This is an optimization exercise on Yosys and OpenROAD, whose aim is small area, not a production implementation. Function was checked by simulation only, so behaviour that the tests miss may differ from the original. Power is estimated from default activity; no workload was simulated.

Design eth_rmii, start of the top module:
module eth_rmii(
	input	wire						sys_rst_n,
	input	wire						rmii_clk,
	input	wire						rmii_rxdv,
	input	wire	[1:0]				rmii_rxdata,
	output	wire						rmii_txen,
	output	wire	[1:0]				rmii_txdata,
	output	wire						rmii_rst,
	output	wire						udp_rxstart,
	output	wire						udp_rxend,
	output	wire						udp_rxdv,
	output	wire	[7:0]				udp_rxdata,
	output	wire	[15:0]				udp_rxamount,
	output	wire	[15:0]				udp_rxnum,
	input	wire						udp_txstart,
	input	wire	[15:0]				udp_txamount,
	input	wire	[7:0]				udp_txdata,
	output	wire						udp_txreq,
	output	wire						udp_txbusy
);
	wire								gmii_rxdv;
	wire	[7:0]						gmii_rxdata;
	wire								gmii_txen;
	wire	[7:0]						gmii_txdata;
	wire								gmii_txbusy;
	wire	[1:0]						tx_phase;
	wire	[7:0]						arp_gmii_txdata;
	wire								arp_working;
	wire								udp_gmii_txen;
	wire	[7:0]						udp_gmii_txdata;
	wire	[47:0]						pc_mac_addr;
	wire	[31:0]						pc_ip_addr;
	wire	[15:0]						pc_port;
	wire								pc_valid;
rmii2gmii								u1_rmii2gmii (
	.sys_rst_n							( sys_rst_n			),
	.rmii_clk							( rmii_clk			),
	.rmii_rxdv							( rmii_rxdv			),
	.rmii_rxdata						( rmii_rxdata		),
	.rmii_txen							( rmii_txen			),
	.rmii_txdata						( rmii_txdata		),
	.rmii_rst							( rmii_rst			),
	.gmii_rxdv							( gmii_rxdv			),
	.gmii_rxdata						( gmii_rxdata		),
	.gmii_txen							( gmii_txen			),
	.gmii_txdata						( gmii_txdata		),
	.gmii_txbusy						( gmii_txbusy		),
	.tx_phase							( tx_phase			)
);
eth_arp_gmii							u2_eth_arp_gmii (
	.sys_clk							( rmii_clk			),
	.sys_rst_n							( sys_rst_n			),
	.gmii_rxdv							( gmii_rxdv			),
	.gmii_rxdata						( gmii_rxdata		),
	.gmii_txbusy						( gmii_txbusy		),
	.tx_phase							( tx_phase			),
	.gmii_txdata						( arp_gmii_txdata	),
	.arp_working						( arp_working		)
);
udp_gmii_rx								u3_udp_gmii_rx (
	.sys_clk							( rmii_clk			),
	.sys_rst_n							( sys_rst_n			),
  ...
Size in the first run: roughly 670 flip-flops.
==> flow/config.mk <==
export PLATFORM = sky130hd
export DESIGN_NAME = eth_rmii
export DESIGN_NICKNAME = eth_rmii
export VERILOG_FILES = /design/flow/design.v
export SDC_FILE = /design/flow/constraint.sdc
export NUM_CORES = 4
export LEC_CHECK = 0
export CAP_MARGIN = 20
export CORE_MARGIN = 2
export CORE_UTILIZATION = 70
export CTS_BUF_LIST = sky130_fd_sc_hd__clkbuf_16
export CTS_CLUSTER_DIAMETER = 100
export CTS_CLUSTER_SIZE = 27
export SLEW_MARGIN = 20
==> flow/constraint.sdc <==
create_clock -name core_clock -period 10.0 [get_ports {rmii_clk}]
set_input_delay 2.0000 -clock core_clock [delete_from_list [all_inputs] [get_ports {rmii_clk}]]
set_output_delay 2.0000 -clock core_clock [all_outputs]
set_load 0.01 [all_outputs]
standard.sh (not shown) runs the stock make flow with config.mk's settings and CLKGATE_MAP_FILE= SYNTH_SCRIPT=/design/flow/synth_recipe.tcl, a recipe that flattens the netlist after the stock synthesis.
==> flow/flow/run.sh <==
#!/bin/bash
# Layout flow: the standard flow (standard.sh) with three changes.
#  1. Synthesis maps the logic for area: no full/half adder cell extraction
#     (ADDER_MAP_FILE empty) and ABC's default mapping script instead of the
#     ORFS speed script. Every step before ABC is the standard one, so the
#     registers are the standard synthesis's, with the same names and cells.
#  2. The port buffers use the smallest buffer cell.
# Each tool's full output goes to standard.log in this folder (plus ORFS's own logs).
set -euo pipefail
HERE=$(pwd)
sed -e 's#^\(\s*\)log_cmd abc {\*}$abc_args#\1log_cmd abc {*}$lib_args {*}$lib_dont_use_args#' \
  "$FLOW_HOME/scripts/synth.tcl" > "$HERE/synth_area.tcl"
grep -q 'log_cmd abc {\*}$lib_args {\*}$lib_dont_use_args' "$HERE/synth_area.tcl"
sed -e "s#source \$::env(SCRIPTS_DIR)/synth.tcl#source $HERE/synth_area.tcl#" synth_recipe.tcl > "$HERE/synth_recipe_area.tcl"
grep -q "source $HERE/synth_area.tcl" "$HERE/synth_recipe_area.tcl"
sed -e "s#SYNTH_SCRIPT=[^ ]*#SYNTH_SCRIPT=$HERE/synth_recipe_area.tcl#" standard.sh > "$HERE/standard_area.sh"
grep -q "SYNTH_SCRIPT=$HERE/synth_recipe_area.tcl" "$HERE/standard_area.sh"
export ADDER_MAP_FILE=
export BUFFER_PORTS_ARGS="-buffer_cell sky130_fd_sc_hd__buf_1"
bash "$HERE/standard_area.sh" > standard.log 2>&1
Change:
- CORE_UTILIZATION: 70 -> 75
- CTS_CLUSTER_SIZE: 27 -> 24
Routed wire length went up by 4.1%. Sequential cell count is unchanged. Total power is higher by 1.3%. Cell count is lower by 0.59%. Worst hold slack barely changes. Sequential share of layout area hardly moves. Global-route usage goes up by 4.5 points. Sequential power is higher by about 1%. First-iteration DRC count came out higher by 21%. Utilization climbs by 6.0 points. Cell area stays flat.

========
Starting RTL as in the previous note.
==> flow/config.mk <==
export PLATFORM = sky130hd
export DESIGN_NAME = eth_rmii
export DESIGN_NICKNAME = eth_rmii
export VERILOG_FILES = /design/flow/design.v
export SDC_FILE = /design/flow/constraint.sdc
export NUM_CORES = 4
export LEC_CHECK = 0
export CAP_MARGIN = 20
export CORE_MARGIN = 2
export CORE_UTILIZATION = 70
export CTS_BUF_LIST = sky130_fd_sc_hd__clkbuf_16
export CTS_CLUSTER_DIAMETER = 100
export CTS_CLUSTER_SIZE = 24
export PLACE_DENSITY = 0.8
export SLEW_MARGIN = 20
==> flow/constraint.sdc <==
create_clock -name core_clock -period 10.0 [get_ports {rmii_clk}]
set_input_delay 2.0000 -clock core_clock [delete_from_list [all_inputs] [get_ports {rmii_clk}]]
set_output_delay 2.0000 -clock core_clock [all_outputs]
set_load 0.01 [all_outputs]
Scripts as last shown in full above: flow/flow/run.sh
Change:
Settings changed: CTS_CLUSTER_SIZE 24 to 27.
Synthesized cell count is unchanged.
Total power fell by 0.44%.
Setup slack loses 0.015 ns.
Fmax barely changes.
Cell count barely changes.
Die area does not change.
Final area barely changes.
Core utilization drops by 0.16 points.

## what the ideal ports hide
How much do the figures lean on ideal ports? The routed layouts below were timed once more, with nothing changed but the port constraints.
Step 1: set_driving_cell puts a clkbuf_16 on rmii_clk and a buf_2 on each other input, an assumption about the parent block.
Step 2 times the ports against the registers' clock, not the clock port: input delays grow and output delays shrink by t, the midpoint of the rising clock arrivals with the driver on.
a / b / c = no drivers / after step 1 / after step 2; a / b = the first two.
| run | t, ns | setup WS [ns] | slew at the worst register clock pin (ns) |
|---|---|---|---|
| the first run of note 1 | 0.672 | 0.689 / 0.689 / 0.689 | 0.12 / 0.12 |
| the second run of note 1 | 0.689 | 0.342 / 0.342 / 0.342 | 0.11 / 0.11 |
| the first run of note 2 | 0.671 | 0.693 / 0.693 / 0.693 | 0.11 / 0.11 |
| the second run of note 2 | 0.675 | 0.678 / 0.678 / 0.678 | 0.12 / 0.12 |
After both steps setup and hold are still met in every run listed.
